Context: an optimization exercise on an open-source flow, tuned for small area. The choices shown serve that exercise and are no tape-out recipe. Where RTL was checked, it was by simulation tests only, not by an equivalence proof against the original. For runs 4 and 5, only the layout was checked, not whether the RTL still works. Power is estimated from default activity; no workload was simulated.

==> flow/design.v <==
module c_xor2  (input a, b, output y); assign y = a ^ b;     endmodule
module c_xnor2 (input a, b, output y); assign y = ~(a ^ b);  endmodule
module c_and2  (input a, b, output y); assign y = a & b;     endmodule
module c_nand2 (input a, b, output y); assign y = ~(a & b);  endmodule
module c_nor2  (input a, b, output y); assign y = ~(a | b);  endmodule
module c_aoi21 (input a1, a2, b1, output y); assign y = ~((a1 & a2) | b1); endmodule
module c_aoi222 (input a1, a2, b1, b2, c1, c2, output y);
    assign y = ~((a1 & a2) | (b1 & b2) | (c1 & c2));
endmodule
module alu (
    input  [15:0] a,
    input  [15:0] b,
    input         sub,       
    input         s_sum,     
    input         s_g,       
    input         s_p,       
    input         s_ltu,     
    input         ld,        
    input  [15:0] ld_data,
    output [15:0] sum,
    output [15:0] wd,        
    output [15:0] wd2,       
    output        eq         
);
    wire [15:0] t, p, g, rn, ln;
    wire [16:0] c;           
    assign c[0] = sub;
    genvar k;
    generate
        for (k = 0; k < 16; k = k + 1) begin : bit_
            c_xor2  u_t (.a(b[k]), .b(sub), .y(t[k]));
            c_xor2  u_p (.a(a[k]), .b(t[k]), .y(p[k]));
            if (k % 2 == 0) begin : ev
                c_and2  u_g (.a(a[k]), .b(t[k]), .y(g[k]));
                c_aoi21 u_c (.a1(p[k]), .a2(c[k]), .b1(g[k]), .y(c[k+1]));
                c_xor2  u_s (.a(p[k]), .b(c[k]), .y(sum[k]));
            end else begin : od
                wire gn;   
                c_nor2  u_gn (.a(a[k]), .b(t[k]), .y(gn));
                c_nor2  u_g  (.a(p[k]), .b(gn), .y(g[k]));
                c_aoi21 u_c  (.a1(p[k]), .a2(c[k]), .b1(gn), .y(c[k+1]));
                c_xnor2 u_s  (.a(p[k]), .b(c[k]), .y(sum[k]));
            end
            c_aoi222 u_r (.a1(s_sum), .a2(sum[k]), .b1(s_g), .b2(g[k]),
                          .c1(s_p), .c2(p[k]), .y(rn[k]));
            c_nand2 u_l (.a(ld), .b(ld_data[k]), .y(ln[k]));
            if (k == 0) begin : b0
                wire ltn;
                assign ltn = ~(s_ltu & ~c[16]);
                assign wd[k]  = ~(rn[k] & ln[k] & ltn);
                assign wd2[k] = ~(rn[k] & ln[k] & ltn);
            end else begin : bn
                c_nand2 u_w  (.a(rn[k]), .b(ln[k]), .y(wd[k]));
                c_nand2 u_w2 (.a(rn[k]), .b(ln[k]), .y(wd2[k]));
            end
        end
    endgenerate
    assign eq = ~|p;
endmodule
module rf_aoi222 (
    input  a1, a2, b1, b2, c1, c2,
    output y
);
    assign y = ~((a1 & a2) | (b1 & b2) | (c1 & c2));
endmodule
module rf_nand2 (
    input  a, b,
    output y
);
    assign y = ~(a & b);
endmodule
module rf_read_bit (
    input  [31:0] sel,
    input  [31:0] d,
    output        y
);
    wire [11:0] n;
    genvar g;
    generate
        for (g = 0; g < 10; g = g + 1) begin : grp
            rf_aoi222 u (.a1(sel[3*g]),   .a2(d[3*g]),
                         .b1(sel[3*g+1]), .b2(d[3*g+1]),
                         .c1(sel[3*g+2]), .c2(d[3*g+2]), .y(n[g]));
        end
    endgenerate
    rf_nand2 u_30 (.a(sel[30]), .b(d[30]), .y(n[10]));
    rf_nand2 u_31 (.a(sel[31]), .b(d[31]), .y(n[11]));
    assign y = ~&n;
endmodule
module rf_read_bit31 (
    input  [31:1] sel,
    input  [31:1] d,
    output        y
);
    wire [10:0] n;
    genvar g;
    generate
        for (g = 0; g < 10; g = g + 1) begin : grp
            rf_aoi222 u (.a1(sel[3*g+1]), .a2(d[3*g+1]),
                         .b1(sel[3*g+2]), .b2(d[3*g+2]),
                         .c1(sel[3*g+3]), .c2(d[3*g+3]), .y(n[g]));
        end
    endgenerate
    rf_nand2 u_31 (.a(sel[31]), .b(d[31]), .y(n[10]));
    assign y = ~&n;
endmodule
module pc_add (
    input  [15:1] pc,
    input  [15:1] offs,
    output [15:1] sum
);
    wire [15:1] p, g;
    wire [16:1] c;           
    assign c[1] = 1'b0;
    genvar k;
    generate
        for (k = 1; k < 16; k = k + 1) begin : bit_
            c_xor2 u_p (.a(pc[k]), .b(offs[k]), .y(p[k]));
            if (k == 1) begin : first
                c_nand2 u_c (.a(pc[k]), .b(offs[k]), .y(c[k+1]));
                assign sum[k] = p[k];
            end else if (k % 2 == 1) begin : od
                c_and2  u_g (.a(pc[k]), .b(offs[k]), .y(g[k]));
                c_aoi21 u_c (.a1(p[k]), .a2(c[k]), .b1(g[k]), .y(c[k+1]));
                c_xor2  u_s (.a(p[k]), .b(c[k]), .y(sum[k]));
            end else begin : ev
                wire gn;
                c_nor2  u_gn (.a(pc[k]), .b(offs[k]), .y(gn));
                c_aoi21 u_c  (.a1(p[k]), .a2(c[k]), .b1(gn), .y(c[k+1]));
                c_xnor2 u_s  (.a(p[k]), .b(c[k]), .y(sum[k]));
            end
        end
    endgenerate
endmodule
module rv16_core (
    input         clk,
    input         rst,
    output [15:0] imem_addr,
    input  [31:0] imem_rdata,
    output [15:0] dmem_addr,
    output [15:0] dmem_wdata,
    output        dmem_we,
    output        dmem_re,
    input  [15:0] dmem_rdata
);
    wire [31:0] i = imem_rdata;
    wire [4:0]  rd  = i[11:7];
    wire [2:0]  f3  = i[14:12];
    wire [4:0]  rs1 = i[19:15];
    wire [4:0]  rs2 = i[24:20];
    wire op_r   = i[6:0] == 7'b0110011;
    wire op_i   = i[6:0] == 7'b0010011;
    wire op_ld  = i[6:0] == 7'b0000011;
    wire op_st  = i[6:0] == 7'b0100011;
    wire op_br  = i[6:0] == 7'b1100011;
    wire op_jal = i[6:0] == 7'b1101111;
    reg  [15:1] pc;
    reg  [15:0] rf [1:31];
    wire [15:0] a, b;
    wire [31:1] sel_a0, sel_a1, sel_b0, sel_b1, we0, we1;
    wire [3:0] lo_a_n, lo_b_n, lo_w_n;
    wire [7:0] hi_a_n, hi_b_n, hi_w_n;
    wire       wen;
    genvar gk, gj;
    generate
        for (gk = 0; gk < 4; gk = gk + 1) begin : pdl
            assign lo_a_n[gk] = ~(rs1[1:0] == gk);
            assign lo_b_n[gk] = ~(rs2[1:0] == gk);
            assign lo_w_n[gk] = ~(rd[1:0] == gk);
        end
        for (gk = 0; gk < 8; gk = gk + 1) begin : pdh
            assign hi_a_n[gk] = ~(rs1[4:2] == gk && !op_jal);
            assign hi_b_n[gk] = ~(rs2[4:2] == gk);
            assign hi_w_n[gk] = ~(rd[4:2] == gk && wen);
        end
        for (gk = 1; gk < 32; gk = gk + 1) begin : dec
            c_nor2 ua0 (.a(hi_a_n[gk/4]), .b(lo_a_n[gk%4]), .y(sel_a0[gk]));
            c_nor2 ua1 (.a(hi_a_n[gk/4]), .b(lo_a_n[gk%4]), .y(sel_a1[gk]));
            c_nor2 ub0 (.a(hi_b_n[gk/4]), .b(lo_b_n[gk%4]), .y(sel_b0[gk]));
            c_nor2 ub1 (.a(hi_b_n[gk/4]), .b(lo_b_n[gk%4]), .y(sel_b1[gk]));
            c_nor2 uw0 (.a(hi_w_n[gk/4]), .b(lo_w_n[gk%4]), .y(we0[gk]));
            c_nor2 uw1 (.a(hi_w_n[gk/4]), .b(lo_w_n[gk%4]), .y(we1[gk]));
        end
        for (gj = 0; gj < 16; gj = gj + 1) begin : rbit
            wire [31:0] col_a, col_b;
            assign col_a[0] = 1'b0;
            assign col_b[0] = 1'b0;
            for (gk = 1; gk < 32; gk = gk + 1) begin : c
                assign col_a[gk] = rf[gk][gj];
                assign col_b[gk] = rf[gk][gj];
            end
            wire [31:0] da = {col_a[31:1], gj == 0 ? 1'b0 : pc[gj]};
            wire [31:0] sa = {gj < 8 ? sel_a0 : sel_a1, op_jal};
            rf_read_bit ua (.sel(sa), .d(da), .y(a[gj]));
            rf_read_bit31 ub (.sel(gj < 8 ? sel_b0 : sel_b1), .d(col_b[31:1]), .y(b[gj]));
        end
    endgenerate
    wire [15:0] imm_i = {{4{i[31]}}, i[31:20]};
    wire [15:0] imm_s = {{4{i[31]}}, i[31:25], i[11:7]};
    wire [15:0] imm_b = {{4{i[31]}}, i[7], i[30:25], i[11:8], 1'b0};
    wire [15:0] imm_j = {i[15:12], i[20], i[30:21], 1'b0};
    wire [15:0] opb = (op_r | op_br) ? b :
                      op_st  ? imm_s :
                      op_jal ? 16'd4 : imm_i;
    wire        arith = op_r | op_i;
    wire        sub   = arith & f3[0] & ~f3[1];
    wire [15:0] sum, wd, wd2;
    wire        eq;
    wire        nl = ~op_ld;
    alu u_alu (
        .a(a), .b(opb), .sub(sub),
        .s_sum(nl & (op_jal | (f3[2:1] == 2'b00))),
        .s_g  (nl & !op_jal && (f3 == 3'd2 || f3 == 3'd3)),
        .s_p  (nl & !op_jal && (f3 == 3'd3 || f3 == 3'd4)),
        .s_ltu(nl & !op_jal && f3 == 3'd5),
        .ld(op_ld), .ld_data(dmem_rdata),
        .sum(sum), .wd(wd), .wd2(wd2), .eq(eq)
    );
    wire        taken  = op_jal | (op_br & (eq ^ f3[0]));
    wire [15:1] offs   = taken ? (op_jal ? imm_j[15:1] : imm_b[15:1]) : 15'd2;
    wire [15:1] pc_nxt;
    pc_add u_pc_add (.pc(pc), .offs(offs), .sum(pc_nxt));
    assign      wen = (arith | op_ld | op_jal) & ~rst;
    integer k;
    always @(posedge clk) begin
        for (k = 1; k < 32; k = k + 1) begin
            if (we0[k]) rf[k][7:0]  <= k < 16 ? wd[7:0]  : wd2[7:0];
            if (we1[k]) rf[k][15:8] <= k < 16 ? wd[15:8] : wd2[15:8];
        end
        pc <= rst ? 15'd0 : pc_nxt;
    end
    assign imem_addr  = {pc, 1'b0};
    assign dmem_addr  = sum;
    assign dmem_wdata = b;
    assign dmem_we    = op_st;
    assign dmem_re    = op_ld;
endmodule
==> flow/flow/run.sh <==
#!/bin/bash
# The standard layout, with the smallest buffer on the ports and no dummy
# loads in the clock tree.
set -euo pipefail
bash standard.sh BUFFER_PORTS_ARGS="-buffer_cell sky130_fd_sc_hd__buf_1" \
  CTS_ARGS="-sink_clustering_enable -repair_clock_nets -sink_clustering_size 30 -sink_clustering_max_diameter 100 -dont_use_dummy_load" \
  finish > make.log 2>&1
==> flow/standard.sh <==
#!/bin/bash
# synth_recipe.tcl (not shown) runs the flow's synth.tcl, then flattens the netlist and writes it again
# the make line also repeats each setting of config.mk as NAME=value (left out here)
make -C /OpenROAD-flow-scripts/flow DESIGN_CONFIG=/design/flow/config.mk WORK_HOME=/design/flow/orfs CLKGATE_MAP_FILE= SYNTH_SCRIPT=/design/flow/synth_recipe.tcl "${@:-finish}"
==> flow/config.mk <==
export PLATFORM = sky130hd
export DESIGN_NAME = rv16_core
export DESIGN_NICKNAME = rv16_core
export VERILOG_FILES = /design/flow/design.v
export SDC_FILE = /design/flow/constraint.sdc
export NUM_CORES = 4
export LEC_CHECK = 0
export CAP_MARGIN = 20
export CORE_MARGIN = 2
export CORE_UTILIZATION = 50
export CTS_CLUSTER_DIAMETER = 100
export CTS_CLUSTER_SIZE = 30
export SLEW_MARGIN = 20
export SYNTH_HIERARCHICAL = 1
export SYNTH_MINIMUM_KEEP_SIZE = 0
==> flow/constraint.sdc <==
create_clock -name core_clock -period 11.0 [get_ports {clk}]
set_input_delay 2.2000 -clock core_clock [delete_from_list [all_inputs] [get_ports {clk}]]
set_output_delay 2.2000 -clock core_clock [all_outputs]
set_load 0.01 [all_outputs]
==> run notes, run 1 <==
- Summing every instance area after synthesis gives 0.0226 mm².
- The clock root buffer is clkbuf_16.
- The worst slack at placement is 0.603 ns.
- The post-route netlist has 5.61% of its cells at a drive strength greater than 1.
- The post-synthesis cell type count is 46.
- The static leakage power is 7.71 nW.
- The core region is 0.0444 mm².
- The worst pin sits at a relative slew slack of 32.1%.
- The effective utilization at floorplan is 50.8%.
- The TritonCTS clock tree is done.
- The count of antenna-violating nets left after detailed routing is 0.
- The final count of hold timing violations came to 0.
- The die covers 0.0469 mm².
- The maximum fanout count along the critical path is 8.
- The number of H-tree branching levels is 1.
- The first-iteration detailed-routing DRC count is 5484.
- The number of standard-cell rows in the floorplan is 77.
- The worst path required time is 8.80 ns.
- Synthesis handed over a netlist of 1572 instances.
- The library cell used most frequently in the layout, excluding fill and tap cells, is edfxtp_1.
- The flow ran to the end and the layout has no timing, DRC or antenna violations.
- The total of endpoints with negative setup slack in the final report is 0.
- After routing, the total negative slack on setup checks comes to 0 ns.
- Setup repair after global routing left no endpoint under its margin.
- The share of the Yosys chip area taken by registers is 67.3%.
- In this run the vertical extent of the chip is 217 µm.
- The number of sinks handled by clock tree synthesis is 511.
- The type of the most critical hold path is reg -> reg.
- The most prevalent standard cell on the critical path is a21oi_2.
- In the layout the commonest cells are edfxtp_1, a222oi_1, nor2_1.
- Setup slack closes at 0.343 ns.
- In this run the power density over the cells is 154 mW/mm².
- The via count of the first global-routing pass is 16.1k.
- The routability congestion estimate is 1.03.
- A synthesized cell averages 14.4 µm².
- Dividing the detail-routed wire length by the instance count gives 39.1 µm.
- The signed area change from the synthesized netlist to the final layout is 8.07%.
- For this run, design rule violations remaining after detail routing come to 0.
- The final-layout fill cell count is 3708.
- The x dimension of the die is 217 µm.
- In this run, CTS created clock tree buffers numbering 22.
- The final wirelength is 89.9 mm.
- STA classifies the critical path endpoint as an output port.
- The number of antenna violations at the first check in global routing is 4.
- The hold buffer count at cts is 0.
- The later pin in the worst-skew pair is clocked with a latency of 0.61 ns.
- Clock-pin slew was measured on the worst setup and hold paths at 0.11 ns.
- The post-cts gate resize count is 0.
- The commonest register cell after synthesis is edfxtp_1.
- After synthesis the netlist holds a flip-flop and latch count of 511.
- Across the routed clock network, the largest skew measured is 0.0948 ns.
- The finished layout holds 2302 standard cells, fillers aside.
- On the worst path, the slowest cell contributes a delay of 0.75 ns.
- The slew at the pin closest to its max-slew limit is 1.02 ns.
- The count of placed standard cells including taps is 2280.
- The final max-slew violation count is 0.
- The count of warnings emitted by yosys is 8.
- The routed layout has 18.3k vias.
- The worst-path cell with the longest stage delay is a222oi_1.
- The number of antenna diodes in the final layout is 0.
- The first global-routing pass estimated 123 mm of wire.
- The leftover overflow at the end of global routing is 0.
- The final worst-path cycle share is 96.9%.
- The worst-case vdd ir drop is 0.144 mV.
- The critical path in this run is classified as in -> out.
- The total power of the final layout is 3.77 mW.
- The share of flip-flops with an asynchronous set or reset is 0%.
- For the worst setup path, the data arrival time is 8.46 ns.
- The I/O pin total is 100.
- The count of buffers from port buffering is 98.
- The worst path needs 10.66 ns of the cycle, external delays included.
- For this run, the total global-route usage over all layers was measured as 37.4%.
- Counting flops with a built-in enable in the synthesized netlist gives 496.
- The post-layout net count is 1762.
- The kind of start point of the critical path is an input port.
- The pin count of the biggest net entering global routing is 32.
- The peak clock frequency supported by timing is 0.0938 GHz.
- After legalization and detailed placement, the total HPWL measured 68.3 mm.
- For this run, the detailed router's first-pass iteration total came to 13.
- In the routed layout, each cell is associated on average with a via count of 7.93.
- In this run the deepest clock path goes through 3 buffers.
- The number of violations of the max-capacitance limit is 0.
- The buffer count from post-CTS setup fixing is 0.
==> kinds of logic after synthesis <==
logic type	after synthesis	share of synthesized area (%)
other	1	0.0166
AO/OA/AOI/OAI	392	16.8
AND/OR/NAND/NOR	573	12.3
XOR/XNOR	79	3.06
flip-flops	511	67.3
buffers and inverters	15	0.410
multiplexers	1	0.0443
==> path summary, 6_finish.rpt <==
| path | startpoint | cells after the start | slack (ns) | endpoint |
|---|---|---|---|---|
| setup / recovery | imem_rdata[5] | 26 | 0.34 | dmem_addr[15] |
| hold / removal | pc[1] | 2 | 0.69 | pc[1] |
| setup reg to reg | rf[27][12] | 27 | 4.00 | pc[15] |
| hold reg to reg | pc[1] | 2 | 0.69 | pc[1] |
==> registers in the layout (all words and copies together), names as in the netlist <==
name  flops
rf      496
pc       15
==> metrics by stage <==
step                hold slack [ns]  utilization [%]  area, µm²
floorplan                     0.689                -      22600
global placement              0.651             53.7      23900
detailed placement            0.650             53.7      23900
CTS                           0.688             54.9      24400
global route                  0.703             54.9      24400
finish                        0.693             54.9      24400
==> Yosys cell counts (2+ instances only) <==
| library cell | instances | area share, % |
|---|---|---|
| nand2b_1 | 7 | 0.19 |
| and2_1 | 21 | 0.58 |
| clkbuf_1 | 4 | 0.066 |
| and4_1 | 2 | 0.078 |
| buf_4 | 3 | 0.10 |
| or3_1 | 35 | 0.97 |
| nand3_1 | 28 | 0.62 |
| and3_4 | 2 | 0.10 |
| nor2_1 | 224 | 3.7 |
| xor2_1 | 63 | 2.4 |
| nand3b_1 | 11 | 0.37 |
| dfxtp_1 | 15 | 1.3 |
| a21o_1 | 9 | 0.30 |
| xnor2_1 | 16 | 0.62 |
| or2_2 | 3 | 0.083 |
| inv_1 | 3 | 0.050 |
| a21oi_1 | 9 | 0.20 |
| nand2_1 | 119 | 2.0 |
| buf_2 | 2 | 0.044 |
| a22o_1 | 4 | 0.16 |
| a21oi_2 | 29 | 1.1 |
| nor3_1 | 4 | 0.089 |
| nor3_2 | 2 | 0.089 |
| a222oi_1 | 336 | 15 |
| nand4_1 | 82 | 2.3 |
| nor3b_1 | 2 | 0.066 |
| and3b_1 | 2 | 0.078 |
| nand4b_1 | 2 | 0.078 |
| nor2b_1 | 16 | 0.44 |
| edfxtp_1 | 496 | 66 |
| buf_6 | 3 | 0.15 |
| nor4_1 | 4 | 0.11 |
==> critical path: cells and delay by family <==
family / cells / cell delay (ns)
simple gates: 6 / 2.16
xor+xnor: 2 / 0.58
buf+inv: 2 / 0.47
compound gates: 16 / 3.01
==> Yosys stat by module, one instance, submodules excluded, excerpt <==
module	times used	area, µm²
c_aoi222	16	10.0
rf_read_bit31	16	23.8
c_and2	14	6.26
rv16_core	1	16200
pc_add	1	7.51
c_xnor2	15	8.76
alu	1	52.6
==> per-layer routing <==
metal  wire length (µm)  global-route usage [%]
met4               2870                    9.11
met1              34900                    55.8
met2              37600                    54.4
met3              14500                    10.2
met5                  0                       0
==> power by group <==
part           internal (mW)  switching, mW
logic                  0.122          0.465
registers               2.25        0.00336
clock network          0.360          0.565
total                   2.73           1.03
==> layout make-up <==
class	count	area [µm²]	share of cell area, %
Multi-Input combinational cell	1047	7320	30.0
Timing Repair Buffer	127	586	2.40
Sequential cell	511	15200	62.3
Clock buffer	22	551	2.26
Inverter	3	11.3	0.0461
Tap cell	592	741	3.04
==> run 2: changes to the inputs <==
--- a/flow/config.mk
+++ b/flow/config.mk
@@ -8,5 +8,5 @@
 export CAP_MARGIN = 20
 export CORE_MARGIN = 2
-export CORE_UTILIZATION = 50
+export CORE_UTILIZATION = 60
 export CTS_CLUSTER_DIAMETER = 100
 export CTS_CLUSTER_SIZE = 30
==> run 2 against run 1 <==
Worst hold slack got worse by 0.013 ns. Largest power group unchanged. Non-clock buffer count decreased by 8. Sequential power about the same. Final area decreased by 0.74%. Critical path depth increased by 1. Total power decreased by 0.64%. Still clean.
==> run notes, run 2 <==
- The data arrival time at the worst-slack endpoint is 8.42 ns (-0.04 ns).
- The largest registers in the layout are rf: 496 flops, pc: 15 flops.
- The internal power is 2.72 mW (-0.67%).
- The max-slew headroom at the worst pin came to 25.8% (-6.3 points).
- The final count of hold timing violations is 0 (unchanged).
- The share of the synthesized area in the top cell type is 66.0% (unchanged).
- The maximum fanout count along the critical path is 8 (unchanged).
- The setup slack after layout is 0.377 ns (+0.0341 ns).
- The critical path buffer and inverter count was 2 (unchanged).
- The share of total power in the clock network is 24.0% (-0.6 points).
- The core area is 0.0374 mm² (-16%).
- The time the final worst path needs with I/O delays and setup is 10.62 ns (-0.0341 ns).
- The via-per-instance ratio is 8.32 (+4.9%).
- The number of antenna violations at the first check in global routing was 1 (-3).
- By count the netlist is led by edfxtp_1, a222oi_1, nor2_1.
- The share of total power consumed by net switching is 27.5% (+0.028 points).
- The cell family contributing the most delay on the critical path is compound AO/OA/AOI/OAI gates.
- The buffer depth of the longest clock path is 3 (unchanged).
- The endpoint of the worst hold path is pc[1].
- The number of standard-cell rows in the floorplan is 71 (-7.8%).
- The source-to-sink clock delay at the later pin of the worst-skew pair is 0.59 ns (-0.02 ns).
- The tree is rooted in a clkbuf_16.
- The type of the most critical hold path is reg -> reg.
- The first-iteration detailed-routing DRC count is 6179 (+13%).
- The effective utilization at floorplan came to 60.4% (+9.5 points).
- The sum of negative setup slack came to 0 ns (unchanged).
- The number of sinks handled by clock tree synthesis was 511 (unchanged).
- The share of layout cells above drive strength 1 is 5.17% (-0.44 points).
- The number of H-tree branching levels is 1 (unchanged).
- The maximum single-stage delay on the critical path is 0.70 ns (-0.05 ns).
- The first-pass iteration count of the detailed router was 17 (+4).
- On the critical path, the stage with the largest delay is an instance of a222oi_1.
- Setup repair after global routing left no endpoint under its margin.
- The height of the chip is 198 µm (-8.6%).
- The total of endpoints with negative setup slack in the final report came to 0 (unchanged).
- From synthesis to final layout, the design area changed by 7.27%.
- The critical setup path kind is in -> out.
- The x dimension of the die came to 198 µm (-8.6%).
- The post-synthesis cell type count is 46 (unchanged).
- The final HPWL from detailed placement was 65.8 mm (-3.8%).
- The post-cts gate resize count came to 0 (unchanged).
- The part of the total power dissipated in sequential elements is 60.3% (+0.4 points).
- In this run the critical register-to-register path is captured at pc[15].
- The I/O pin total is 100 (unchanged).
- The power density over the cells is 155 mW/mm² (+0.11%).
- The net load switching power is 1.03 mW (-0.53%).
- The total number of cells along the worst setup path came to 27 (+3.8%).
- The worst setup path is captured at an output port.
- The detailed-route via count was 18.4k (+0.88%).
- STA classifies the critical path startpoint as an input port.
- The post-layout net count is 1753 (-0.51%).
- The startpoint identified for the worst register-to-register timing path is rf[24][14].
- The count of warnings emitted by yosys is 8 (unchanged).
- The count of antenna-violating nets left after detailed routing was 0 (unchanged).
- The cell count of the worst hold path came to 2 (unchanged).
- The portion of the post-synthesis area used by sequential elements is 67.3% (unchanged).
- The register containing the most flip-flops in the final layout is rf.
- The TritonCTS clock tree is done.
- The average detailed-routed wire length per instance was 39.7 µm (+1.7%).
- The final max-slew violation count was 0 (unchanged).
- The DRC violation count after routing is 0 (unchanged).
- The run finished with no timing, DRC or antenna violations.
- The final cell utilization of the core is 64.8% (+9.8 points).
- The flip-flop count of the largest register, all copies and words added is 496 (unchanged).
- The count of buffers from port buffering is 98 (unchanged).
- The hold buffer count at cts is 0 (unchanged).
- The worst slack at placement was 0.710 ns (+0.107 ns).
- The floorplan die area was 0.0392 mm² (-16%).
- The start point of the worst hold path is pc[1].
- The worst-case clock skew is 0.0479 ns (-0.0469 ns).
- The share of flip-flops with an asynchronous set or reset is 0% (unchanged).
- The buffer count from post-CTS setup fixing was 0 (unchanged).
- The via count of the first global-routing pass came to 16.5k (+2.4%).
- The global-route usage over all layers is 44.5% (+7.2 points).
- The area of the mapped netlist is 0.0226 mm² (unchanged).
- The pin count of the biggest net entering global routing was 32 (unchanged).
- By instance count, the leading cell after synthesis is edfxtp_1.
- The total power of the final layout came to 3.74 mW (-0.64%).
- By area the synthesized netlist is led by edfxtp_1, a222oi_1, nor2_1.
- The slew at the pin closest to its max-slew limit was 1.11 ns (+0.0926 ns).
- The commonest register cell after synthesis is edfxtp_1.
- The wire length of the first global-routing pass is 122 mm (-1.4%).
- The most area-hungry cell type in the Yosys netlist is edfxtp_1.
- The synthesized instance count is 1572 (unchanged).
- The worst path required time is 8.80 ns (about the same).
- The path depth of the worst reg2reg path is 27 (unchanged).
- The most prevalent standard cell on the critical path is a21oi_2.
- In the layout the commonest cells are edfxtp_1, a222oi_1, nor2_1.
- The number of synthesized flops with an enable pin came to 496 (unchanged).
- The register-to-register path setup slack is 3.75 ns (-0.25 ns).
- The final wirelength is 87.9 mm (-2.3%).
- The number of buffers inserted during clock tree synthesis was 21 (-4.5%).
- The final worst-path cycle share is 96.6% (-0.31 points).
- The most common cell after layout, fill and taps aside is edfxtp_1.
- The clock slew seen by the registers of the worst setup and hold paths is 0.11 ns (about the same).
- The combinational share of power came to 15.7% (about the same).
- The leftover overflow at the end of global routing is 0 (unchanged).
- The number of violations of the max-capacitance limit is 0 (unchanged).
- The mean instance size in the synthesized netlist is 14.4 µm² (unchanged).
- The routability congestion estimate came to 1.13 (+9.9%).
- The total of flip-flops plus latches after synthesis came to 511 (unchanged).
- The peak clock frequency supported by timing is 0.0941 GHz (+0.32%).
- The static leakage power is 7.66 nW (-0.67%).
- The worst-case vdd ir drop is 0.211 mV (+47%).
==> run 2: cell types whose count changed in the layout (fill, tap and decap cells not counted) <==
| cell | before | now |
|---|---|---|
| buf_4 | 29 | 21 |
| clkbuf_16 | 22 | 21 |
| diode_2 | 0 | 1 |
| nand2b_1 | 7 | 6 |
| nand2b_2 | 0 | 1 |
==> run 2: worst max path at each step <==
| stage | endpoint | startpoint | slack (ns) |
|---|---|---|---|
| after floorplan | dmem_addr[15] | imem_rdata[6] | 1.51 |
| after global routing | dmem_addr[15] | imem_rdata[5] | 0.22 |
| final | dmem_addr[15] | imem_rdata[5] | 0.38 |
| after detailed placement | dmem_addr[15] | imem_rdata[5] | 0.71 |
| after CTS | dmem_addr[15] | imem_rdata[5] | 0.71 |
| after global placement | dmem_addr[15] | imem_rdata[5] | 0.93 |
==> run 2: per-module statistics from Yosys, one instance, submodules excluded, a selection <==
module         times used  cells inside
c_xnor2                15             1
c_nor2                209             1
alu                     1             8
c_nand2                47             1
pc_add                  1             1
rf_nand2               48             1
rf_read_bit31          16             4
==> run 2: layout make-up <==
class                      count  area, µm²
fill                        2752      13200
clock buffer                  21        526
timing repair buffer         119        526
inverter                       3       11.3
multi-input combinational   1047       7320
sequential                   511      15200
tap                          511        639
antenna                        1       2.50
==> run 2: worst min-delay path: cells and delay by family (launching register included) <==
| family | cells | cell delay (ns) |
|---|---|---|
| DFF | 1 | 0.42 |
| xor gates and xnor gates | 1 | 0.10 |
| and+or+nand+nor | 1 | 0.13 |
==> run 2: layer usage <==
metal  global-route usage, %  wire length (µm)  vias to the layer above
met1                    65.1             31300                     8811
met4                    14.7              4180                        2
met3                    14.2             16300                      302
li1                        -                 -                     7178
met2                    63.5             36000                     2119
met5                       0                12                        -
==> run 2: kinds of logic (layout without fill, tap and decap cells) <==
family / count (synthesis) / in the layout / synth area share, %
compound gates: 392 / 392 / 16.8
mux: 1 / 1 / 0.0443
simple gates: 573 / 573 / 12.3
other cells: 1 / 3 / 0.0166
buf+inv: 15 / 143 / 0.410
flops: 511 / 511 / 67.3
xor+xnor: 79 / 79 / 3.06
==> run 2: stage by stage <==
stage	cells	instance area [µm²]	hold slack [ns]
final	2213	24200	0.680
after global routing	2212	24200	0.715
after CTS	2211	24200	0.703
after detailed placement	2190	23700	0.693
after global placement	2190	23700	0.629
after floorplan	1573	22600	0.689
==> run 2: power groups by stage <==
stage / Sequential, mW / Clock (mW) / Combinational [mW]
CTS: 2.26 / 0.901 / 0.551
finish: 2.26 / 0.900 / 0.589
global placement: 2.30 / 0 / 0.539
detailed placement: 2.30 / 0 / 0.550
floorplan: 2.29 / 0 / 0.282
global route: 2.26 / 0.961 / 0.592
==> run 3: changes to the inputs <==
--- a/flow/design.v
+++ b/flow/design.v
@@ -5,4 +5,5 @@
 module c_nor2  (input a, b, output y); assign y = ~(a | b);  endmodule
 module c_aoi21 (input a1, a2, b1, output y); assign y = ~((a1 & a2) | b1); endmodule
+module c_oai22 (input a1, a2, b1, b2, output y); assign y = ~((a1 | a2) & (b1 | b2)); endmodule
 module c_aoi222 (input a1, a2, b1, b2, c1, c2, output y);
     assign y = ~((a1 & a2) | (b1 & b2) | (c1 & c2));
@@ -33,5 +34,5 @@
             if (k % 2 == 0) begin : ev
                 c_and2  u_g (.a(a[k]), .b(t[k]), .y(g[k]));
-                c_aoi21 u_c (.a1(p[k]), .a2(c[k]), .b1(g[k]), .y(c[k+1]));
+                c_oai22 u_c (.a1(a[k]), .a2(t[k]), .b1(g[k]), .b2(c[k]), .y(c[k+1]));
                 c_xor2  u_s (.a(p[k]), .b(c[k]), .y(sum[k]));
             end else begin : od
@@ -122,5 +123,5 @@
             end else if (k % 2 == 1) begin : od
                 c_and2  u_g (.a(pc[k]), .b(offs[k]), .y(g[k]));
-                c_aoi21 u_c (.a1(p[k]), .a2(c[k]), .b1(g[k]), .y(c[k+1]));
+                c_oai22 u_c (.a1(pc[k]), .a2(offs[k]), .b1(g[k]), .b2(c[k]), .y(c[k+1]));
                 c_xor2  u_s (.a(p[k]), .b(c[k]), .y(sum[k]));
             end else begin : ev
==> run 3 against run 2 <==
Clock power fell by 1%. Still clean on timing, DRC and antenna. Critical path type unchanged. Combinational power is 2% lower. Cell count down 1.5%. Utilization rose by 1.1 points.
==> run notes, run 3 <==
- The run finished with no timing, DRC or antenna violations.
- The count of antenna-violating nets left after detailed routing came to 0 (unchanged).
- On the critical path the largest part of the delay comes from compound AO/OA/AOI/OAI gates.
- The detailed-route via count came to 18.4k (-0.34%).
- The total of endpoints with negative setup slack in the final report was 0 (unchanged).
- The number of buffers inserted during clock tree synthesis is 21 (unchanged).
- The endpoint type of the worst setup path is an output port.
- The post-synthesis cell type count is 47 (+2.2%).
- The time the final worst path needs with I/O delays and setup is 10.78 ns (+0.161 ns).
- The post-layout net count came to 1764 (+0.63%).
- The final HPWL from detailed placement is 65.7 mm (about the same).
- TritonCTS built the clock tree.
- The critical path is of the in -> out type.
- The count of warnings emitted by yosys was 8 (unchanged).
- The number of antenna violations at the first check in global routing is 4 (+3).
- The final-layout fill cell count is 2630 (-4.4%).
- The signed area change from the synthesized netlist to the final layout is 7.47%.
- The data arrival time at the worst-slack endpoint came to 8.58 ns (+0.16 ns).
- The global-route usage over all layers is 44.1% (-0.42 points).
- The library cell used most frequently in the layout, excluding fill and tap cells, is edfxtp_1.
- The maximum fanout count along the critical path is 8 (unchanged).
- The total of flip-flops plus latches after synthesis is 511 (unchanged).
- The final worst-path cycle share came to 98.0% (+1.5 points).
- The count of buffers from port buffering is 98 (unchanged).
- The share of flip-flops with an asynchronous set or reset was 0% (unchanged).
- The max-slew headroom at the worst pin is 29.2% (+3.4 points).
- The number of standard-cell rows in the floorplan is 70 (-1.4%).
- The via-per-instance ratio was 8.42 (+1.2%).
- The pin count of the biggest net entering global routing was 32 (unchanged).
- The static leakage power is 7.71 nW (+0.63%).
- The portion of the post-synthesis area used by sequential elements is 67.4% (+0.10 points).
- The worst-case vdd ir drop is 0.176 mV (-17%).
- The worst-case clock skew is 0.0929 ns (+0.0450 ns).
- The worst hold margin came to 0.639 ns (-0.0413 ns).
- The final count of hold timing violations is 0 (unchanged).
- The x dimension of the die came to 198 µm (about the same).
- The number of synthesized flops with an enable pin was 496 (unchanged).
- rf holds more flip-flops than any other register.
- Leaving out fill and tap cells, the most frequent cells in the layout are edfxtp_1, a222oi_1, nor2_1.
- The buffer depth of the longest clock path is 3 (unchanged).
- Ranked by total cell area, the synthesized netlist is headed by edfxtp_1, a222oi_1, nor2_1.
- The critical path buffer and inverter count is 2 (unchanged).
- The final wirelength is 86.9 mm (-1.1%).
- The height of the chip is 198 µm (about the same).
- The multiplexer area fraction after synthesis is 0.0444% (+0.000069 points).
- The flip-flop count of the largest register, all copies and words added is 496 (unchanged).
- The mean instance size in the synthesized netlist was 14.3 µm² (-0.16%).
- The synthesized instance count is 1572 (unchanged).
- The via count of the first global-routing pass was 16.5k (-0.042%).
- The share of the synthesized area in the top cell type is 66.1% (+0.10 points).
- The number of violations of the max-capacitance limit is 0 (unchanged).
- The worst-path cell with the longest stage delay is a222oi_1.
- The post-synthesis share of cell area spent on full adders, half adders and majority gates was 0% (unchanged).
- Setup repair after global routing left no endpoint under its margin.
- After synthesis, the largest family of logic cells by area is compound AO/OA/AOI/OAI gates.
- The power density over the cells is 154 mW/mm² (-0.63%).
- The total power of the final layout is 3.72 mW (-0.60%).
- The fraction of the mapped netlist area in compound gates was 16.7% (-0.13 points).
- The DRC violation count after routing is 0 (unchanged).
- The kind of start point of the critical path is an input port.
- The maximum single-stage delay on the critical path came to 0.63 ns (-0.07 ns).
- For this run, the leading register cell type out of synthesis is edfxtp_1.
- The peak clock frequency supported by timing is 0.0927 GHz (-1.5%).
- The routability congestion estimate came to 1.11 (-2.0%).
- The core area came to 0.0368 mm² (-1.6%).
- The wire length of the first global-routing pass came to 120 mm (-1.1%).
- The first-pass iteration count of the detailed router came to 14 (-3).
- The leftover overflow at the end of global routing is 0 (unchanged).
- The final max-slew violation count is 0 (unchanged).
- The I/O pin total is 100 (unchanged).
- The clock slew seen by the registers of the worst setup and hold paths is 0.11 ns (about the same).
- The type of the most critical hold path is reg -> reg.
- The source-to-sink clock delay at the later pin of the worst-skew pair came to 0.60 ns (about the same).
- The number of sinks handled by clock tree synthesis was 511 (unchanged).
- The floorplan die area is 0.0391 mm² (-0.15%).
- In the final layout, the registers with the most flip-flops are rf: 496 flops, pc: 15 flops.
- The synthesized design spends more area on one cell type than any other, namely edfxtp_1.
- The area of the mapped netlist is 0.0225 mm² (-0.16%).
- The slew at the pin closest to its max-slew limit is 1.06 ns (-0.0464 ns).
- The number of H-tree branching levels came to 1 (unchanged).
- The share of layout cells above drive strength 1 came to 4.96% (-0.21 points).
- The leading cell type by number of instances after synthesis is edfxtp_1.
- The worst path required time is 8.80 ns (about the same).
- The effective utilization at floorplan was 61.3% (+0.91 points).
- The post-synthesis share of cell area spent on and, or, nand and nor gates was 12.3% (+0.019 points).
- The sum of negative setup slack is 0 ns (unchanged).
- The most prevalent standard cell on the critical path is o22ai_1.
- The number of antenna cells inserted is 0 (-1).
- The average detailed-routed wire length per instance came to 39.9 µm (+0.43%).
- The final cell utilization of the core was 65.9% (+1.1 points).
- Counting instances in the post-synthesis netlist gives the leading cell types as edfxtp_1, a222oi_1, nor2_1.
- The xor-xnor portion of the synthesized cell area is 3.07% (+0.0048 points).
- The tree is rooted in a clkbuf_16.
- The first-iteration detailed-routing DRC count was 5871 (-5.0%).
-- run 3: worst paths after layout --
check | startpoint | endpoint | slack, ns | cells after the start
min reg2reg | pc[1] | pc[1] | 0.64 | 2
max | imem_rdata[5] | dmem_addr[15] | 0.22 | 27
max reg2reg | rf[24][11] | pc[15] | 3.08 | 27
min | pc[1] | pc[1] | 0.64 | 2
-- run 3: cell families (layout without fill, tap and decap cells) --
group / Yosys count / after routing
buf+inv: 15 / 154
compound gates: 392 / 392
simple gates: 573 / 573
other cells: 1 / 2
mux: 1 / 1
xor+xnor: 79 / 79
flops: 511 / 511
-- run 3: per-layer routing --
metal,up-vias,GRT usage [%],routed length [µm]
li1,7221,-,-
met1,8729,63.1,30500
met2,2093,62.7,35400
met3,299,16.4,17100
met4,8,14.5,3860
met5,-,0,48
-- run 3: repair_timing --
action                                  4_1_cts  5_1_grt
resized for setup                             0        1
hold buffers                                  0        0
endpoints found under the setup margin        0        1
buffers inserted                              0        2
-- run 3: power by group --
| group | internal, mW | switching (mW) | leakage, nW | total (mW) |
|---|---|---|---|---|
| clock network | 0.345 | 0.547 | 0.259 | 0.891 |
| registers | 2.25 | 0.00353 | 4.65 | 2.25 |
| logic | 0.120 | 0.456 | 2.80 | 0.576 |
| total | 2.72 | 1.01 | 7.71 | 3.72 |
-- run 3: modules after synthesis (local to each module, per instance), excerpt --
module	flip-flops and latches	cells inside	copies in the design
c_and2	0	1	14
rf_read_bit31	0	4	16
c_xnor2	0	1	15
c_xor2	0	1	62
rf_aoi222	0	1	320
rf_nand2	0	1	48
rf_read_bit	0	4	16
c_aoi222	0	1	16
c_aoi21	0	1	15
c_nor2	0	1	209
c_nand2	0	1	47
pc_add	0	1	1
alu	0	8	1
-- run 3: worst reg2reg max path: cells and delay by family (launching register included) --
| family | cells | cell delay (ns) |
|---|---|---|
| compound gates | 16 | 4.14 |
| xor+xnor | 5 | 1.30 |
| flops | 1 | 0.46 |
| simple gates | 6 | 1.88 |
-- run 3: through the flow --
stage          instance area, µm²  std cells  setup slack [ns]
4_1_cts                     24200       2178             0.496
6_report                    24200       2180             0.216
3_3_place_gp                23700       2157             0.693
3_5_place_dp                23700       2157             0.519
2_1_floorplan               22500       1573              1.30
5_1_grt                     24200       2180           0.00918
-- run 3: cell type report --
| class | instances | area (µm²) | share of cell area (%) |
|---|---|---|---|
| inverter | 3 | 11.3 | 0.0465 |
| clock buffer | 21 | 526 | 2.17 |
| multi-input combinational | 1047 | 7290 | 30.1 |
| sequential | 511 | 15200 | 62.7 |
| tap | 468 | 586 | 2.42 |
| timing repair buffer | 130 | 621 | 2.56 |
==> run 4: changes to the inputs <==
--- a/flow/design.v
+++ b/flow/design.v
@@ -5,5 +5,4 @@
 module c_nor2  (input a, b, output y); assign y = ~(a | b);  endmodule
 module c_aoi21 (input a1, a2, b1, output y); assign y = ~((a1 & a2) | b1); endmodule
-module c_oai22 (input a1, a2, b1, b2, output y); assign y = ~((a1 | a2) & (b1 | b2)); endmodule
 module c_aoi222 (input a1, a2, b1, b2, c1, c2, output y);
     assign y = ~((a1 & a2) | (b1 & b2) | (c1 & c2));
@@ -21,5 +20,4 @@
     output [15:0] sum,
     output [15:0] wd,        
-    output [15:0] wd2,       
     output        eq         
 );
@@ -34,5 +32,5 @@
             if (k % 2 == 0) begin : ev
                 c_and2  u_g (.a(a[k]), .b(t[k]), .y(g[k]));
-                c_oai22 u_c (.a1(a[k]), .a2(t[k]), .b1(g[k]), .b2(c[k]), .y(c[k+1]));
+                c_aoi21 u_c (.a1(p[k]), .a2(c[k]), .b1(g[k]), .y(c[k+1]));
                 c_xor2  u_s (.a(p[k]), .b(c[k]), .y(sum[k]));
             end else begin : od
@@ -49,9 +47,7 @@
                 wire ltn;
                 assign ltn = ~(s_ltu & ~c[16]);
-                assign wd[k]  = ~(rn[k] & ln[k] & ltn);
-                assign wd2[k] = ~(rn[k] & ln[k] & ltn);
+                assign wd[k] = ~(rn[k] & ln[k] & ltn);
             end else begin : bn
-                c_nand2 u_w  (.a(rn[k]), .b(ln[k]), .y(wd[k]));
-                c_nand2 u_w2 (.a(rn[k]), .b(ln[k]), .y(wd2[k]));
+                c_nand2 u_w (.a(rn[k]), .b(ln[k]), .y(wd[k]));
             end
         end
@@ -123,5 +119,5 @@
             end else if (k % 2 == 1) begin : od
                 c_and2  u_g (.a(pc[k]), .b(offs[k]), .y(g[k]));
-                c_oai22 u_c (.a1(pc[k]), .a2(offs[k]), .b1(g[k]), .b2(c[k]), .y(c[k+1]));
+                c_aoi21 u_c (.a1(p[k]), .a2(c[k]), .b1(g[k]), .y(c[k+1]));
                 c_xor2  u_s (.a(p[k]), .b(c[k]), .y(sum[k]));
             end else begin : ev
@@ -159,5 +155,8 @@
     reg  [15:0] rf [1:31];
     wire [15:0] a, b;
-    wire [31:1] sel_a0, sel_a1, sel_b0, sel_b1, we0, we1;
+    wire [31:0] sel_a, sel_b;
+    wire [31:1] we;
+    assign sel_a[0] = 1'b0;
+    assign sel_b[0] = 1'b0;
     wire [3:0] lo_a_n, lo_b_n, lo_w_n;
     wire [7:0] hi_a_n, hi_b_n, hi_w_n;
@@ -176,10 +175,7 @@
         end
         for (gk = 1; gk < 32; gk = gk + 1) begin : dec
-            c_nor2 ua0 (.a(hi_a_n[gk/4]), .b(lo_a_n[gk%4]), .y(sel_a0[gk]));
-            c_nor2 ua1 (.a(hi_a_n[gk/4]), .b(lo_a_n[gk%4]), .y(sel_a1[gk]));
-            c_nor2 ub0 (.a(hi_b_n[gk/4]), .b(lo_b_n[gk%4]), .y(sel_b0[gk]));
-            c_nor2 ub1 (.a(hi_b_n[gk/4]), .b(lo_b_n[gk%4]), .y(sel_b1[gk]));
-            c_nor2 uw0 (.a(hi_w_n[gk/4]), .b(lo_w_n[gk%4]), .y(we0[gk]));
-            c_nor2 uw1 (.a(hi_w_n[gk/4]), .b(lo_w_n[gk%4]), .y(we1[gk]));
+            c_nor2 ua (.a(hi_a_n[gk/4]), .b(lo_a_n[gk%4]), .y(sel_a[gk]));
+            c_nor2 ub (.a(hi_b_n[gk/4]), .b(lo_b_n[gk%4]), .y(sel_b[gk]));
+            c_nor2 uw (.a(hi_w_n[gk/4]), .b(lo_w_n[gk%4]), .y(we[gk]));
         end
         for (gj = 0; gj < 16; gj = gj + 1) begin : rbit
@@ -192,7 +188,7 @@
             end
             wire [31:0] da = {col_a[31:1], gj == 0 ? 1'b0 : pc[gj]};
-            wire [31:0] sa = {gj < 8 ? sel_a0 : sel_a1, op_jal};
+            wire [31:0] sa = {sel_a[31:1], op_jal};
             rf_read_bit ua (.sel(sa), .d(da), .y(a[gj]));
-            rf_read_bit31 ub (.sel(gj < 8 ? sel_b0 : sel_b1), .d(col_b[31:1]), .y(b[gj]));
+            rf_read_bit31 ub (.sel(sel_b[31:1]), .d(col_b[31:1]), .y(b[gj]));
         end
     endgenerate
@@ -206,5 +202,5 @@
     wire        arith = op_r | op_i;
     wire        sub   = arith & f3[0] & ~f3[1];
-    wire [15:0] sum, wd, wd2;
+    wire [15:0] sum, wd;
     wire        eq;
     wire        nl = ~op_ld;
@@ -216,5 +212,5 @@
         .s_ltu(nl & !op_jal && f3 == 3'd5),
         .ld(op_ld), .ld_data(dmem_rdata),
-        .sum(sum), .wd(wd), .wd2(wd2), .eq(eq)
+        .sum(sum), .wd(wd), .eq(eq)
     );
     wire        taken  = op_jal | (op_br & (eq ^ f3[0]));
@@ -225,8 +221,6 @@
     integer k;
     always @(posedge clk) begin
-        for (k = 1; k < 32; k = k + 1) begin
-            if (we0[k]) rf[k][7:0]  <= k < 16 ? wd[7:0]  : wd2[7:0];
-            if (we1[k]) rf[k][15:8] <= k < 16 ? wd[15:8] : wd2[15:8];
-        end
+        for (k = 1; k < 32; k = k + 1)
+            if (we[k]) rf[k] <= wd;
         pc <= rst ? 15'd0 : pc_nxt;
     end
==> flow/flow/run.sh (replaced) <==
#!/bin/bash
# The standard layout, with the smallest buffer on the ports, and without
# keeping the timing-driven placer's trial buffering.
set -euo pipefail
bash standard.sh BUFFER_PORTS_ARGS="-buffer_cell sky130_fd_sc_hd__buf_1" GPL_KEEP_OVERFLOW=0 finish > make.log 2>&1
--- a/flow/config.mk
+++ b/flow/config.mk
@@ -8,5 +8,5 @@
 export CAP_MARGIN = 20
 export CORE_MARGIN = 2
-export CORE_UTILIZATION = 60
+export CORE_UTILIZATION = 40
 export CTS_CLUSTER_DIAMETER = 100
 export CTS_CLUSTER_SIZE = 30
==> run 4 against run 3 <==
Count of clock-buffer cells in the layout increased by 6. Worst setup slack gained 0.46 ns. Largest cell class unchanged. Via count decreased by 4.2%. Cell count is 11% higher.
==> run notes, run 4 <==
- The share of flip-flops with an asynchronous set or reset was 0% (unchanged).
- The type of the most critical hold path is reg -> reg.
- The detailed-route via count is 17.6k (-4.2%).
- The max-slew headroom at the worst pin is 23.5% (-5.7 points).
- The worst-case clock skew is 0.0301 ns (-0.0628 ns).
- The final cell utilization of the core is 46.4% (-19 points).
- The global-route usage over all layers is 32.7% (-11 points).
- The final count of hold timing violations is 0 (unchanged).
- The internal power was 2.74 mW (+0.99%).
- The start point of the worst hold path is pc[1].
- The number of buffers inserted during clock tree synthesis was 21 (unchanged).
- The floorplan die area is 0.0573 mm² (+46%).
- The height of the chip is 239 µm (+21%).
- The worst path required time came to 8.80 ns (about the same).
- The setup slack after layout is 0.673 ns (+0.457 ns).
- The source-to-sink clock delay at the later pin of the worst-skew pair is 0.59 ns (about the same).
- The I/O pin total is 100 (unchanged).
- The number of standard-cell rows in the floorplan was 86 (+23%).
- In the layout the commonest cells are edfxtp_1, a222oi_1, buf_1.
- The post-layout net count was 1705 (-3.3%).
- The x dimension of the die is 239 µm (+21%).
- The post-synthesis share of cell area spent on full adders, half adders and majority gates came to 0% (unchanged).
- The multiplexer area fraction after synthesis came to 0.0452% (+0.00076 points).
- The worst-case vdd ir drop is 0.107 mV (-39%).
- By area, the combinational part of the netlist is dominated by compound AO/OA/AOI/OAI gates.
- The worst slack at placement came to 0.507 ns (-0.0116 ns).
- The final max-slew violation count came to 0 (unchanged).
- The share of layout cells above drive strength 1 is 15.4% (+10 points).
- The share of total power consumed by net switching is 26.9% (-0.15 points).
- The net load switching power is 1.01 mW (+0.20%).
- The number of synthesized flops with an enable pin is 496 (unchanged).
- The data arrival time at the worst-slack endpoint is 8.13 ns (-0.45 ns).
- The fraction of the mapped netlist area in compound gates is 17.2% (+0.44 points).
- The xor-xnor portion of the synthesized cell area is 3.12% (+0.052 points).
- The run finished with no timing, DRC or antenna violations.
- The most area-hungry cell type in the Yosys netlist is edfxtp_1.
- The post-cts gate resize count is 0 (unchanged).
- The first-pass iteration count of the detailed router came to 10 (-4).
- The part of the total power dissipated in sequential elements was 60.2% (-0.4 points).
- The most used flip-flop cell after synthesis is edfxtp_1.
- The DRC violation count after routing came to 0 (unchanged).
- The flip-flop count of the largest register, all copies and words added is 496 (unchanged).
- The endpoint type of the worst setup path is an output port.
- The first-iteration detailed-routing DRC count was 4617 (-21%).
- The launch point of the critical path is imem_rdata[5].
- The total of flip-flops plus latches after synthesis was 511 (unchanged).
- The count of buffers from port buffering is 98 (unchanged).
- The count of antenna-violating nets left after detailed routing was 0 (unchanged).
- The slew at the pin closest to its max-slew limit was 1.14 ns (+0.0822 ns).
- The worst register-to-register path begins at rf[24][7].
- The post-synthesis share of cell area spent on and, or, nand and nor gates came to 10.7% (-1.6 points).
- The static leakage power was 7.93 nW (+2.8%).
- The via-per-instance ratio is 7.28 (-14%).
- The number of sinks handled by clock tree synthesis is 511 (unchanged).
- The clock slew seen by the registers of the worst setup and hold paths is 0.12 ns (about the same).
- The total of endpoints with negative setup slack in the final report came to 0 (unchanged).
- The portion of the post-synthesis area used by sequential elements is 68.6% (+1.1 points).
- The buffer depth of the longest clock path came to 3 (unchanged).
- The mean instance size in the synthesized netlist is 15.2 µm² (+5.6%).
- TritonCTS built the clock tree.
- The kind of start point of the critical path is an input port.
- The largest registers in the layout are rf: 496 flops, pc: 15 flops.
- The power density over the cells is 147 mW/mm² (-4.3%).
- After synthesis, the most frequently instantiated cells are edfxtp_1, a222oi_1, nor2_1.
- The final wirelength is 94.6 mm (+8.8%).
- The number of antenna violations at the first check in global routing is 2 (-2).
- The number of cells in the finished layout apart from fillers came to 2414 (+11%).
- The routability congestion estimate was 0.992 (-11%).
- The number of H-tree branching levels is 1 (unchanged).
- From synthesis to final layout, the design area changed by 15.1%.
- The synthesized instance count is 1463 (-6.9%).
- The via count of the first global-routing pass is 16.4k (-0.59%).
- The core area is 0.0550 mm² (+49%).
- The leading cell type by number of instances after synthesis is edfxtp_1.
- The final HPWL from detailed placement is 70.8 mm (+7.8%).
- The count of placed standard cells including taps is 2380 (+10%).
- The leftover overflow at the end of global routing came to 0 (unchanged).
- The wire length of the first global-routing pass was 130 mm (+7.7%).
- The average detailed-routed wire length per instance is 39.2 µm (-1.7%).
- The share of total power in the clock network was 25.4% (+1.5 points).
- The hold buffer count at cts is 0 (unchanged).
- The post-synthesis cell type count is 46 (-2.1%).
- In the post-synthesis netlist, the biggest area contributors are edfxtp_1, a222oi_1, xor2_1.
- The time the final worst path needs with I/O delays and setup was 10.33 ns (-0.457 ns).
- The final worst-path cycle share was 93.9% (-4.2 points).
- The peak clock frequency supported by timing is 0.0968 GHz (+4.4%).
- The worst setup path is of the in -> out kind.
- The library cell used most frequently in the layout, excluding fill and tap cells, is edfxtp_1.
- The share of the synthesized area in the top cell type is 67.2% (+1.1 points).
- The register with the most flip-flops in the final layout is rf.
- The maximum fanout count along the critical path came to 16 (+8).
- The buffer count from post-CTS setup fixing is 0 (unchanged).
- The combinational share of power is 14.4% (-1.1 points).
- Setup repair after global routing left no endpoint under its margin.
- The pin count of the biggest net entering global routing was 32 (unchanged).
- The area of the mapped netlist came to 0.0222 mm² (-1.7%).
- The count of warnings emitted by yosys came to 8 (unchanged).
- The clock root buffer is clkbuf_16.
- The number of violations of the max-capacitance limit came to 0 (unchanged).
- The effective utilization at floorplan is 40.3% (-21 points).
==> run 4: changes by cell type after synthesis, sizes merged <==
cell,before,now
a21oi,24,38
o22ai,14,0
buf,8,7
nor2,224,131
nand2,120,105
==> run 4: area by class of cell <==
class,count,area (µm²)
timing repair buffer,179,1500
tap,748,936
inverter,3,11.3
multi-input combinational,939,7260
clock buffer,27,548
sequential,511,15200
fill,4827,29500
clock inverter,5,46.3
antenna,2,5.00
==> run 4: path summary, 6_finish.rpt <==
check                           cells past startpoint  slack, ns       endpoint
worst max-delay path                               27       0.67  dmem_addr[15]
worst min-delay path                                2       0.77          pc[1]
worst max register to register                     28       4.05         pc[15]
worst min register to register                      2       0.77          pc[1]
==> run 4: logic make-up after synthesis <==
kind of cell           Yosys count
buffers and inverters           14
other                            1
AO/OA/AOI/OAI                  392
multiplexers                     1
XOR/XNOR                        79
AND/OR/NAND/NOR                465
flip-flops                     511
==> run 4: metal layers <==
layer,global-route usage (%),vias to the layer above,wire length [µm]
li1,-,6980,-
met5,0,-,0
met1,41.5,8682,32100
met2,49.7,1644,41200
met3,9.01,268,13900
met4,20.2,0,7420
==> run 4: modules after synthesis (local to each module, per instance), a selection <==
module	flip-flops and latches	times used	area [µm²]	cells inside
rv16_core	511	1	16200	675
alu	0	1	45.0	7
rf_read_bit	0	16	25.0	4
rf_read_bit31	0	16	23.8	4
c_aoi222	0	16	10.0	1
rf_aoi222	0	320	10.0	1
c_xnor2	0	15	8.76	1
c_aoi21	0	29	8.76	1
c_xor2	0	62	8.76	1
pc_add	0	1	7.51	1
c_nor2	0	116	3.75	1
rf_nand2	0	48	3.75	1
c_nand2	0	32	3.75	1
==> run 4: critical path, cell delays in order <==
cell,delay [ns]
buf_1,0.27
nand3b_4,0.18
nor3_2,0.47
nor2_1,0.23
nand3b_1,0.29
nor2_2,0.24
a222oi_1,0.45
nand4_1,0.30
or3_1,0.50
xor2_1,0.36
a21oi_2,0.13
a21oi_2,0.19
a21oi_2,0.10
a21oi_2,0.21
a21oi_2,0.10
a21oi_2,0.21
a21oi_2,0.10
a21oi_2,0.21
a21oi_2,0.10
a21oi_2,0.19
a21oi_2,0.09
a21oi_2,0.19
a21oi_2,0.10
a21oi_2,0.22
a21oi_2,0.10
xnor2_1,0.20
buf_1,0.18
==> run 4: metrics by stage <==
step	TNS, ns	instance area (µm²)	hold slack [ns]	power (mW)
finish	0	25500	0.769	3.75
global route	0	25500	0.860	3.85
CTS	0	25500	0.802	3.74
detailed placement	0	24900	0.782	2.83
global placement	-0.0123	23400	0.764	2.80
floorplan	0	22200	0.689	2.57
==> run 4: power groups by stage <==
stage / clock [mW] / sequential [mW] / combinational, mW
after floorplan: 0 / 2.30 / 0.270
after global placement: 0 / 2.31 / 0.494
after detailed placement: 0 / 2.30 / 0.525
after CTS: 0.956 / 2.26 / 0.525
after global routing: 1.02 / 2.26 / 0.566
final: 0.951 / 2.26 / 0.541
==> run 5: changes to the inputs <==
--- a/flow/design.v
+++ b/flow/design.v
@@ -152,11 +152,13 @@
     wire op_br  = i[6:0] == 7'b1100011;
     wire op_jal = i[6:0] == 7'b1101111;
+    wire jal_p = i[2];                       
+    wire rb_p  = (i[5] & i[4]) | (i[6] & ~i[2]);   
+    wire s_p   = i[5];                       
+    wire ri_p  = i[4];                       
+    wire ld_p  = ~i[4] & ~i[2];              
     reg  [15:1] pc;
     reg  [15:0] rf [1:31];
     wire [15:0] a, b;
-    wire [31:0] sel_a, sel_b;
-    wire [31:1] we;
-    assign sel_a[0] = 1'b0;
-    assign sel_b[0] = 1'b0;
+    wire [31:1] sel_a0, sel_a1, sel_b0, sel_b1, we0, we1;
     wire [3:0] lo_a_n, lo_b_n, lo_w_n;
     wire [7:0] hi_a_n, hi_b_n, hi_w_n;
@@ -170,12 +172,15 @@
         end
         for (gk = 0; gk < 8; gk = gk + 1) begin : pdh
-            assign hi_a_n[gk] = ~(rs1[4:2] == gk && !op_jal);
+            assign hi_a_n[gk] = ~(rs1[4:2] == gk && !jal_p);
             assign hi_b_n[gk] = ~(rs2[4:2] == gk);
             assign hi_w_n[gk] = ~(rd[4:2] == gk && wen);
         end
         for (gk = 1; gk < 32; gk = gk + 1) begin : dec
-            c_nor2 ua (.a(hi_a_n[gk/4]), .b(lo_a_n[gk%4]), .y(sel_a[gk]));
-            c_nor2 ub (.a(hi_b_n[gk/4]), .b(lo_b_n[gk%4]), .y(sel_b[gk]));
-            c_nor2 uw (.a(hi_w_n[gk/4]), .b(lo_w_n[gk%4]), .y(we[gk]));
+            c_nor2 ua0 (.a(hi_a_n[gk/4]), .b(lo_a_n[gk%4]), .y(sel_a0[gk]));
+            c_nor2 ua1 (.a(hi_a_n[gk/4]), .b(lo_a_n[gk%4]), .y(sel_a1[gk]));
+            c_nor2 ub0 (.a(hi_b_n[gk/4]), .b(lo_b_n[gk%4]), .y(sel_b0[gk]));
+            c_nor2 ub1 (.a(hi_b_n[gk/4]), .b(lo_b_n[gk%4]), .y(sel_b1[gk]));
+            c_nor2 uw0 (.a(hi_w_n[gk/4]), .b(lo_w_n[gk%4]), .y(we0[gk]));
+            c_nor2 uw1 (.a(hi_w_n[gk/4]), .b(lo_w_n[gk%4]), .y(we1[gk]));
         end
         for (gj = 0; gj < 16; gj = gj + 1) begin : rbit
@@ -188,7 +193,7 @@
             end
             wire [31:0] da = {col_a[31:1], gj == 0 ? 1'b0 : pc[gj]};
-            wire [31:0] sa = {sel_a[31:1], op_jal};
+            wire [31:0] sa = {gj < 8 ? sel_a0 : sel_a1, jal_p};
             rf_read_bit ua (.sel(sa), .d(da), .y(a[gj]));
-            rf_read_bit31 ub (.sel(sel_b[31:1]), .d(col_b[31:1]), .y(b[gj]));
+            rf_read_bit31 ub (.sel(gj < 8 ? sel_b0 : sel_b1), .d(col_b[31:1]), .y(b[gj]));
         end
     endgenerate
@@ -197,23 +202,23 @@
     wire [15:0] imm_b = {{4{i[31]}}, i[7], i[30:25], i[11:8], 1'b0};
     wire [15:0] imm_j = {i[15:12], i[20], i[30:21], 1'b0};
-    wire [15:0] opb = (op_r | op_br) ? b :
-                      op_st  ? imm_s :
-                      op_jal ? 16'd4 : imm_i;
+    wire [15:0] opb = jal_p ? 16'd4 :
+                      rb_p  ? b :
+                      s_p   ? imm_s : imm_i;
     wire        arith = op_r | op_i;
-    wire        sub   = arith & f3[0] & ~f3[1];
+    wire        sub   = ri_p & f3[0] & ~f3[1];
     wire [15:0] sum, wd;
     wire        eq;
-    wire        nl = ~op_ld;
+    wire        nl = ~ld_p;
     alu u_alu (
         .a(a), .b(opb), .sub(sub),
-        .s_sum(nl & (op_jal | (f3[2:1] == 2'b00))),
-        .s_g  (nl & !op_jal && (f3 == 3'd2 || f3 == 3'd3)),
-        .s_p  (nl & !op_jal && (f3 == 3'd3 || f3 == 3'd4)),
-        .s_ltu(nl & !op_jal && f3 == 3'd5),
-        .ld(op_ld), .ld_data(dmem_rdata),
+        .s_sum(nl & (jal_p | (f3[2:1] == 2'b00))),
+        .s_g  (nl & !jal_p && (f3 == 3'd2 || f3 == 3'd3)),
+        .s_p  (nl & !jal_p && (f3 == 3'd3 || f3 == 3'd4)),
+        .s_ltu(nl & !jal_p && f3 == 3'd5),
+        .ld(ld_p), .ld_data(dmem_rdata),
         .sum(sum), .wd(wd), .eq(eq)
     );
     wire        taken  = op_jal | (op_br & (eq ^ f3[0]));
-    wire [15:1] offs   = taken ? (op_jal ? imm_j[15:1] : imm_b[15:1]) : 15'd2;
+    wire [15:1] offs   = taken ? (jal_p ? imm_j[15:1] : imm_b[15:1]) : 15'd2;
     wire [15:1] pc_nxt;
     pc_add u_pc_add (.pc(pc), .offs(offs), .sum(pc_nxt));
@@ -221,6 +226,8 @@
     integer k;
     always @(posedge clk) begin
-        for (k = 1; k < 32; k = k + 1)
-            if (we[k]) rf[k] <= wd;
+        for (k = 1; k < 32; k = k + 1) begin
+            if (we0[k]) rf[k][7:0]  <= wd[7:0];
+            if (we1[k]) rf[k][15:8] <= wd[15:8];
+        end
         pc <= rst ? 15'd0 : pc_nxt;
     end
==> flow/flow/run.sh (replaced) <==
#!/bin/bash
# The standard layout, with the smallest buffer on the ports.
set -euo pipefail
bash standard.sh BUFFER_PORTS_ARGS="-buffer_cell sky130_fd_sc_hd__buf_1" finish > make.log 2>&1
==> run 5 against run 4 <==
Clock power is 0.6% higher. Sequential share of layout area rose by 2.0 points. Utilization fell by 2.4 points. Final area fell by 3.2%. Critical path depth shrank 1. Largest cell class unchanged. Highest routed layer is now met5.
==> run notes, run 5 <==
- The number of standard-cell rows in the floorplan is 87 (+1.2%).
- The via-per-instance ratio is 7.27 (-0.14%).
- The height of the chip came to 242 µm (+1.1%).
- The global-route usage over all layers is 29.7% (-2.9 points).
- The multiplexer area fraction after synthesis came to 0.624% (+0.58 points).
- The number of sinks handled by clock tree synthesis is 511 (unchanged).
- The x dimension of the die is 242 µm (+1.1%).
- The sum of negative setup slack is 0 ns (unchanged).
- In the synthesized netlist the dominant register cell turns out to be edfxtp_1.
- The clock slew seen by the registers of the worst setup and hold paths came to 0.11 ns (about the same).
- The time the final worst path needs with I/O delays and setup is 10.53 ns (+0.198 ns).
- The number of synthesized flops with an enable pin came to 496 (unchanged).
- The data arrival time at the worst-slack endpoint is 8.33 ns (+0.20 ns).
- The count of warnings emitted by yosys is 8 (unchanged).
- In the final layout, the registers with the most flip-flops are rf: 496 flops, pc: 15 flops.
- The number of antenna violations at the first check in global routing is 4 (+2).
- The via count of the first global-routing pass was 16.2k (-1.0%).
- The final max-slew violation count is 0 (unchanged).
- The total of endpoints with negative setup slack in the final report is 0 (unchanged).
- In the layout the commonest cells are edfxtp_1, a222oi_1, nor2_1.
- The final standard cell area without fillers is 0.0247 mm² (-3.2%).
- In the synthesized netlist, the cells that appear most often are edfxtp_1, a222oi_1, nor2_1.
- The first-iteration detailed-routing DRC count is 5188 (+12%).
- TritonCTS built the clock tree.
- The power density over the cells was 159 mW/mm² (+8.2%).
- The static leakage power is 7.58 nW (-4.4%).
- The worst-case vdd ir drop is 0.0901 mV (-16%).
- The final count of hold timing violations is 0 (unchanged).
- The hold buffer count at cts is 0 (unchanged).
- The first-pass iteration count of the detailed router is 13 (+3).
- rf holds more flip-flops than any other register.
- The worst path required time is 8.80 ns (about the same).
- The root buffer cell chosen for the clock tree is clkbuf_16.
- The wire length of the first global-routing pass came to 125 mm (-3.8%).
- The post-layout net count was 1749 (+2.6%).
- The number of violations of the max-capacitance limit is 0 (unchanged).
- The core area is 0.0562 mm² (+2.2%).
- The share of flip-flops with an asynchronous set or reset is 0% (unchanged).
- The flow ran to the end and the layout has no timing, DRC or antenna violations.
- The floorplan die area is 0.0585 mm² (+2.1%).
- STA classifies the critical path endpoint as an output port.
- The mean instance size in the synthesized netlist is 14.4 µm² (-4.8%).
- The critical setup path kind is in -> out.
- The fraction of the mapped netlist area in compound gates came to 16.9% (-0.25 points).
- The area of the mapped netlist is 0.0227 mm² (+2.2%).
- The post-synthesis share of cell area spent on and, or, nand and nor gates is 11.9% (+1.2 points).
- The average detailed-routed wire length per instance is 36.4 µm (-7.1%).
- The xor-xnor portion of the synthesized cell area is 3.02% (-0.11 points).
- The total power of the final layout is 3.93 mW (+4.7%).
- The final-layout fill cell count was 5078 (+5.2%).
- The flip-flop count of the largest register, all copies and words added is 496 (unchanged).
- The post-cts gate resize count is 0 (unchanged).
- The routability congestion estimate came to 1.06 (+6.9%).
- The total of flip-flops plus latches after synthesis came to 511 (unchanged).
- The number of buffers inserted during clock tree synthesis is 21 (unchanged).
- The final cell utilization of the core is 44.0% (-2.4 points).
- The I/O pin total is 100 (unchanged).
- Of all cell types, the one taking the most synthesized area is edfxtp_1.
- The effective utilization at floorplan is 40.3% (about the same).
- The area after detailed placement is 0.0241 mm² (-3.3%).
- The most common cell after layout, fill and taps aside is edfxtp_1.
- The final worst-path cycle share is 95.7% (+1.8 points).
- The buffer count from post-CTS setup fixing was 0 (unchanged).
- The worst-case clock skew is 0.0206 ns (-0.00952 ns).
- The number of H-tree branching levels was 1 (unchanged).
- The DRC violation count after routing is 0 (unchanged).
- The pin count of the biggest net entering global routing is 50 (+56%).
- The count of buffers from port buffering is 98 (unchanged).
- The source-to-sink clock delay at the later pin of the worst-skew pair was 0.58 ns (about the same).
- The worst hold path belongs to the class reg -> reg.
- The detailed-route via count is 18.0k (+2.2%).
run 5: routing by layer:
layer / routed length (µm) / global-route usage (%) / vias up
met4: 3090 / 8.66 / 2
met3: 12900 / 6.91 / 196
met5: 13 / 0 / -
li1: - / - / 7205
met1: 35500 / 43.6 / 8887
met2: 38400 / 44.1 / 1667
run 5: cells by family (layout without fill, tap and decap cells):
family,after synthesis,after routing
AND/OR/NAND/NOR,549,549
XOR/XNOR,78,78
other,1,3
multiplexers,14,14
flip-flops,511,511
AO/OA/AOI/OAI,400,400
buffers and inverters,18,159
run 5: final cells by class:
class	instances	area (µm²)	share of cell area, %
clock inverters	4	36.3	0.147
inverters	1	3.75	0.0152
well taps	756	946	3.83
multi-input cells	1043	7390	29.9
repair buffers	121	542	2.19
clock buffers	33	581	2.35
diodes	1	2.50	0.0101
flip-flops and latches	511	15200	61.5
run 5: worst paths after layout:
path                        from       endpoint  slack (ns)  cells after the start
setup / recovery  imem_rdata[21]  dmem_addr[15]        0.47                     26
hold / removal             pc[1]          pc[1]        0.71                      2
setup reg to reg      rf[24][15]         pc[15]        4.14                     29
hold reg to reg            pc[1]          pc[1]        0.71                      2
run 5: per-module statistics from Yosys, one instance, submodules excluded, excerpt:
| module | cells inside | cell area [µm²] | flip-flops and latches | times used |
|---|---|---|---|---|
| c_aoi21 | 1 | 8.76 | 0 | 29 |
| c_xnor2 | 1 | 8.76 | 0 | 15 |
| c_xor2 | 1 | 8.76 | 0 | 62 |
| rf_read_bit | 4 | 25.0 | 0 | 16 |
| rf_read_bit31 | 4 | 23.8 | 0 | 16 |
| rf_nand2 | 1 | 3.75 | 0 | 48 |
| c_and2 | 1 | 6.26 | 0 | 14 |
| rv16_core | 690 | 16400 | 511 | 1 |
| c_nand2 | 1 | 3.75 | 0 | 32 |
| alu | 7 | 45.0 | 0 | 1 |
| rf_aoi222 | 1 | 10.0 | 0 | 320 |
| pc_add | 1 | 7.51 | 0 | 1 |
| c_nor2 | 1 | 3.75 | 0 | 209 |
run 5: report_power, final:
group          switching, mW  total, mW  internal [mW]  leakage, nW
combinational          0.537      0.672          0.135         2.66
sequential           0.00375       2.30           2.30         4.61
clock                  0.581      0.957          0.375        0.299
total                   1.12       3.93           2.81         7.58
run 5: worst max-delay path, stage by stage:
cell and delay [ns]:
buf_1 0.15, nand2_1 0.82, nor2_1 0.32, a222oi_1 0.49
nand4_1 0.26, or3_1 0.48, a21oi_1 0.15, a211oi_1 0.08
xor2_1 0.25, xor2_1 0.43, a21oi_2 0.14, a21oi_2 0.21
a21oi_2 0.10, a21oi_2 0.20, a21oi_2 0.10, a21oi_2 0.20
a21oi_2 0.10, a21oi_2 0.20, a21oi_2 0.10, a21oi_2 0.34
a21oi_2 0.12, a21oi_2 0.20, a21oi_2 0.10, a21oi_2 0.22
xnor2_1 0.16, buf_1 0.18
run 5: stage by stage:
stage | instances | setup slack, ns
3_5_place_dp | 2432 | 0.742
2_1_floorplan | 1572 | 2.02
6_report | 2470 | 0.475
5_1_grt | 2469 | 0.215
4_1_cts | 2469 | 0.727
3_3_place_gp | 2432 | 0.897
